From an optimization exercise on the open Yosys and OpenROAD flow, aimed at small area and a short achievable clock period; shortcuts taken in it are not production practice.
Where RTL was checked, it was by simulation tests only, not by an equivalence proof against the original.
No driver is modelled on the clock port, so clock power and skew are understated where the tree is cut down; a real chip needs a root buffer or a tree.
Power figures rest on the tool's default switching activity, not on a simulated workload.

== T ==
==> module fp_adder_stage2, before the edit <==
module fp_adder_stage2
	(
		input  wire [23:0] sig_a,
		input  wire [23:0] sig_b_sh,
		input  wire        sign_a,
		input  wire        sub,
		output wire [24:0] mag,
		output wire        inv,
		output wire        sign
	);
	wire [23:0] b = sig_b_sh ^ {24{sub}};
	wire [23:0] g0 = sig_a & b;
	wire [23:0] p0 = sig_a ^ b;
	wire [24*6-1:0] g;
	wire [24*6-1:0] p;
	assign g[23:0] = g0;
	assign p[23:0] = p0;
	genvar k, i;
	generate
		for (k = 0; k < 5; k = k + 1) begin : lvl
			for (i = 0; i < 24; i = i + 1) begin : bt
				if ((i >> k) & 1) begin : node
					localparam integer J = ((i >> k) << k) - 1;
					assign g[24*(k+1)+i] = g[24*k+i] | (p[24*k+i] & g[24*k+J]);
					assign p[24*(k+1)+i] = p[24*k+i] & p[24*k+J];
				end else begin : pass
					assign g[24*(k+1)+i] = g[24*k+i];
					assign p[24*(k+1)+i] = p[24*k+i];
				end
			end
		end
	endgenerate
	wire [23:0] G = g[24*5 +: 24];
	wire [23:0] P = p[24*5 +: 24];
	wire cout  = G[23];
	wire force_ = sub & ~|sig_b_sh & sig_a[23];
	wire cin   = sub & cout & ~force_;
	wire [23:0] c = {G[22:0], 1'b0} | ({P[22:0], 1'b1} & {24{cin}});
	wire [23:0] s = p0 ^ c;
	assign inv = sub & ~cin;
	assign mag  = {~sub & cout, s};
	assign sign = sign_a ^ (sub & ~cout);
endmodule
==> module fp_adder_stage3, before the edit <==
module fp_adder_stage3
	(
		input  wire [24:0] mag_x,
		input  wire        inv,
		input  wire        sign,
		input  wire [7:0]  exp_a1,
		input  wire        live,
		output wire [31:0] result
	);
	wire [24:0] mag = {mag_x[24], mag_x[23:0] ^ {24{inv}}};
	wire [31:0] x = {mag, 7'd0};
	wire [15:0] v0;
	wire [15:0] c0;
	wire [7:0]  v1;
	wire [15:0] c1;
	wire [3:0]  v2;
	wire [11:0] c2;
	wire [1:0]  v3;
	wire [7:0]  c3;
	genvar j;
	generate
		for (j = 0; j < 16; j = j + 1) begin : l0
			assign v0[j] = x[2*j+1] | x[2*j];
			assign c0[j] = ~x[2*j+1];
		end
		for (j = 0; j < 8; j = j + 1) begin : l1
			assign v1[j] = v0[2*j+1] | v0[2*j];
			assign c1[2*j +: 2] = v0[2*j+1] ? {1'b0, c0[2*j+1]} : {1'b1, c0[2*j]};
		end
		for (j = 0; j < 4; j = j + 1) begin : l2
			assign v2[j] = v1[2*j+1] | v1[2*j];
			assign c2[3*j +: 3] = v1[2*j+1] ? {1'b0, c1[2*(2*j+1) +: 2]} : {1'b1, c1[2*(2*j) +: 2]};
		end
		for (j = 0; j < 2; j = j + 1) begin : l3
			assign v3[j] = v2[2*j+1] | v2[2*j];
			assign c3[4*j +: 4] = v2[2*j+1] ? {1'b0, c2[3*(2*j+1) +: 3]} : {1'b1, c2[3*(2*j) +: 3]};
		end
	endgenerate
	wire       nz = v3[1] | v3[0];
	wire [4:0] lz = v3[1] ? {1'b0, c3[7:4]} : {1'b1, c3[3:0]};
	wire [24:0] n1 = lz[4] ? {mag[8:0], 16'd0} : mag;
	wire [24:0] n2 = lz[3] ? {n1[16:0], 8'd0} : n1;
	wire [24:0] n3 = lz[2] ? {n2[20:0], 4'd0} : n2;
	wire [24:0] n4 = lz[1] ? {n3[22:0], 2'd0} : n3;
	wire [24:0] n5 = lz[0] ? {n4[23:0], 1'd0} : n4;
	wire [7:0] exp_r = exp_a1 - {3'd0, lz};
	wire kill = ~nz | ~live;
	assign result = kill ? 32'd0 : {sign, exp_r, n5[23:1]};
endmodule
==> module FP_Adder, before the edit <==
module FP_Adder
	#(
		parameter FP_SIZE = 32,
		parameter FRAC_SIZE = 23,
		parameter EXP_SIZE = 8
	)
	(
		input clk,
		input rst,
		input enable,
		input[FP_SIZE-1:0]  N1,
		input[FP_SIZE-1:0]  N2,
		input wire valid,
		output reg[FP_SIZE-1:0] result
	);
	reg [31:0] r_n1;
	reg [31:0] r_n2;
	reg        r_valid;
	reg        r_en;
	always @(posedge clk) begin
		r_n1    <= N1;
		r_n2    <= N2;
		r_valid <= valid;
	end
	always @(posedge clk or posedge rst) begin
		if (rst) r_en <= 1'b0;
		else     r_en <= enable;
	end
	wire [7:0]  a_exp_d;
	wire [23:0] a_sig_d;
	wire [23:0] a_bsh_d;
	wire        a_sa_d, a_sub_d;
	fp_adder_stage1 stage_1 (
		.n1(r_n1), .n2(r_n2),
		.exp_a(a_exp_d), .sig_a(a_sig_d), .sig_b_sh(a_bsh_d),
		.sign_a(a_sa_d), .sub(a_sub_d));
	reg [7:0]  a_exp;
	reg [22:0] a_sig;       
	reg [23:0] a_bsh;
	reg        a_sa, a_sub;
	reg        a_live;
	always @(posedge clk) begin
		if (r_en) begin
			a_exp <= a_exp_d;
			a_sig <= a_sig_d[22:0];
			a_bsh <= a_bsh_d;
			a_sa  <= a_sa_d;
			a_sub  <= a_sub_d;
		end
	end
	always @(posedge clk or posedge rst) begin
		if (rst)       a_live <= 1'b0;
		else if (r_en) a_live <= r_valid;
	end
	wire [24:0] b_mag_d;
	wire        b_sign_d;
	wire        b_inv_d;
	fp_adder_stage2 stage_2 (
		.sig_a({|a_exp, a_sig}), .sig_b_sh(a_bsh), .sign_a(a_sa), .sub(a_sub),
		.mag(b_mag_d), .inv(b_inv_d), .sign(b_sign_d));
	reg [24:0] b_mag;       
	reg        b_inv;
	reg        b_sign;
	reg [7:0]  b_exp;       
	reg        b_live;
	always @(posedge clk) begin
		if (r_en) begin
			b_mag  <= b_mag_d;
			b_inv  <= b_inv_d;
			b_sign <= b_sign_d;
			b_exp  <= a_exp + 8'd1;
		end
	end
	always @(posedge clk or posedge rst) begin
		if (rst)       b_live <= 1'b0;
		else if (r_en) b_live <= a_live;
	end
	wire [31:0] c_result;
	fp_adder_stage3 stage3 (
		.mag_x(b_mag), .inv(b_inv), .sign(b_sign), .exp_a1(b_exp), .live(b_live),
		.result(c_result));
	always @(posedge clk or posedge rst) begin
		if (rst)       result <= 'd0;
		else if (r_en) result <= c_result;
	end
endmodule
==> flow/config.mk <==
export PLATFORM = sky130hd
export DESIGN_NAME = FP_Adder
export DESIGN_NICKNAME = FP_Adder
export VERILOG_FILES = /design/flow/design.v
export SDC_FILE = /design/flow/constraint.sdc
export NUM_CORES = 4
export LEC_CHECK = 0
export CAP_MARGIN = 20
export CORE_MARGIN = 2
export CORE_UTILIZATION = 65
export SLEW_MARGIN = 20
==> flow/constraint.sdc <==
create_clock -name core_clock -period 16.0 [get_ports {clk}]
set_input_delay 3.2000 -clock core_clock [delete_from_list [all_inputs] [get_ports {clk}]]
set_output_delay 3.2000 -clock core_clock [all_outputs]
set_load 0.01 [all_outputs]
standard.sh (not shown) runs the stock make flow with config.mk's settings and CLKGATE_MAP_FILE= SYNTH_SCRIPT=/design/flow/synth_recipe.tcl, a recipe that flattens the netlist after the stock synthesis.
==> flow/flow/run.sh <==
#!/bin/bash
# Own layout flow: the standard synthesis (standard.sh synth, unchanged),
# then ORFS's standard layout steps, except that the clock tree is built by
# flow/cts.tcl (a balanced two-level tree: the clock port drives 4 buffers,
# each drives 2 leaf buffers, each leaf drives 1/8 of the flip-flops), and
# with
#  - timing repair aimed below the 16 ns clock (setup margin in margin.txt),
#  - resizing free to change cell footprints (drive strengths),
#  - plain buf_1 buffers (not delay cells) on all the ports.
# Each step's full output goes to a log file in this folder.
set -uo pipefail
HERE=$(pwd)
MARGIN=$(cat flow/margin.txt 2>/dev/null || echo 11.9)
VARS=(SETUP_SLACK_MARGIN=$MARGIN MATCH_CELL_FOOTPRINT=0
      "BUFFER_PORTS_ARGS=-buffer_cell sky130_fd_sc_hd__buf_1")
bash standard.sh synth > synth.log 2>&1 || { tail -50 synth.log; exit 1; }
bash standard.sh "${VARS[@]}" place > place.log 2>&1 || { tail -50 place.log; exit 1; }
export RESULTS_DIR=$HERE/orfs/results/sky130hd/FP_Adder/base
export PLATFORM_DIR=$FLOW_HOME/platforms/sky130hd
export LIB_FILE=$PLATFORM_DIR/lib/sky130_fd_sc_hd__tt_025C_1v80.lib
export MARGIN CTS_LEAVES=8
openroad -no_init -exit flow/cts.tcl > cts.log 2>&1 || { tail -50 cts.log; exit 1; }
cp $RESULTS_DIR/4_1_cts.odb $RESULTS_DIR/4_cts.odb
touch $RESULTS_DIR/4_cts.sdc
bash standard.sh "${VARS[@]}" finish > layout.log 2>&1 || { tail -50 layout.log; exit 1; }
tail -5 layout.log
Other scripts of this flow, unchanged in this note and not shown: flow/flow/cts.tcl, flow/flow/margin.txt
For S, these inputs were changed with respect to T:
--- a/flow/design.v
+++ b/flow/design.v
@@ -54,5 +54,4 @@
 		input  wire        sub,
 		output wire [24:0] mag,
-		output wire        inv,
 		output wire        sign
 	);
@@ -86,6 +85,6 @@
 	wire [23:0] c = {G[22:0], 1'b0} | ({P[22:0], 1'b1} & {24{cin}});
 	wire [23:0] s = p0 ^ c;
-	assign inv = sub & ~cin;
-	assign mag  = {~sub & cout, s};
+	wire inv = sub & ~cin;
+	assign mag  = {~sub & cout, s ^ {24{inv}}};
 	assign sign = sign_a ^ (sub & ~cout);
 endmodule
@@ -93,6 +92,5 @@
 module fp_adder_stage3
 	(
-		input  wire [24:0] mag_x,
-		input  wire        inv,
+		input  wire [24:0] mag,
 		input  wire        sign,
 		input  wire [7:0]  exp_a1,
@@ -100,5 +98,4 @@
 		output wire [31:0] result
 	);
-	wire [24:0] mag = {mag_x[24], mag_x[23:0] ^ {24{inv}}};
 	wire [31:0] x = {mag, 7'd0};
 	wire [15:0] v0;
@@ -178,5 +175,5 @@
 		.sign_a(a_sa_d), .sub(a_sub_d));
 	reg [7:0]  a_exp;
-	reg [22:0] a_sig;       
+	reg [23:0] a_sig;
 	reg [23:0] a_bsh;
 	reg        a_sa, a_sub;
@@ -185,5 +182,5 @@
 		if (r_en) begin
 			a_exp <= a_exp_d;
-			a_sig <= a_sig_d[22:0];
+			a_sig <= a_sig_d;
 			a_bsh <= a_bsh_d;
 			a_sa  <= a_sa_d;
@@ -197,10 +194,8 @@
 	wire [24:0] b_mag_d;
 	wire        b_sign_d;
-	wire        b_inv_d;
 	fp_adder_stage2 stage_2 (
-		.sig_a({|a_exp, a_sig}), .sig_b_sh(a_bsh), .sign_a(a_sa), .sub(a_sub),
-		.mag(b_mag_d), .inv(b_inv_d), .sign(b_sign_d));
-	reg [24:0] b_mag;       
-	reg        b_inv;
+		.sig_a(a_sig), .sig_b_sh(a_bsh), .sign_a(a_sa), .sub(a_sub),
+		.mag(b_mag_d), .sign(b_sign_d));
+	reg [24:0] b_mag;
 	reg        b_sign;
 	reg [7:0]  b_exp;       
@@ -209,5 +204,4 @@
 		if (r_en) begin
 			b_mag  <= b_mag_d;
-			b_inv  <= b_inv_d;
 			b_sign <= b_sign_d;
 			b_exp  <= a_exp + 8'd1;
@@ -220,5 +214,5 @@
 	wire [31:0] c_result;
 	fp_adder_stage3 stage3 (
-		.mag_x(b_mag), .inv(b_inv), .sign(b_sign), .exp_a1(b_exp), .live(b_live),
+		.mag(b_mag), .sign(b_sign), .exp_a1(b_exp), .live(b_live),
 		.result(c_result));
 	always @(posedge clk or posedge rst) begin
--- outcome ---
- Compared with T, in S total area of multi-input combinational cells now sits lower, total clock network power now sits at about the same level, clock latency at the later pin of the worst-skew pair now sits at about the same level, register area now sits at about the same level.
- The total routing resource utilization after global routing in S was lower than what T gave.
- In S, the fraction of area in multi-input gates came out 2.7 points below the value in T.
- On maximum clock rate, T and S are neck and neck.
- T ended up with met5 as its top routing layer in use; S ended up with met4.
- Final cell count (T / S): 1.13
- Sort T and S by die area desc -> top: T
- Setup skew after layout across T and S: no real change.
- The lower actual slew at the worst max-slew pin came out of S.
- Between T and S, the synthesized area is lower for S.
- T -> S: top-level port count flat
- Sequential share of layout area up 3.6 points in S wrt T
Function not checked in T: the RTL went through the layout flow alone. No run of this note takes its clock network from TritonCTS; it comes from the design's own scripts or RTL.

port drivers added, routing unchanged:
Ports are ideal in the flow. The routed layouts listed here were re-timed in OpenROAD. Step 1, drivers: a clkbuf_16 drives clk and a buf_2 each remaining input, both assumed. Step 2 adds t to the input delays and takes it off the output delays; t is the mean of the earliest and latest rising clock arrival at the registers after step 1. Input paths then give back, and output paths get back, about the clock's delay inside the block. Three values: ideal, step 1, step 2; two values: the first two.
run	t (ns)	slack for setup (ns)	clock arrival spread, ns
T	0.385	11.921 / 11.836 / 11.964	0.023 / 0.023
S	0.388	11.932 / 11.850 / 12.001	0.024 / 0.025
After both steps setup and hold are still met in every run listed.
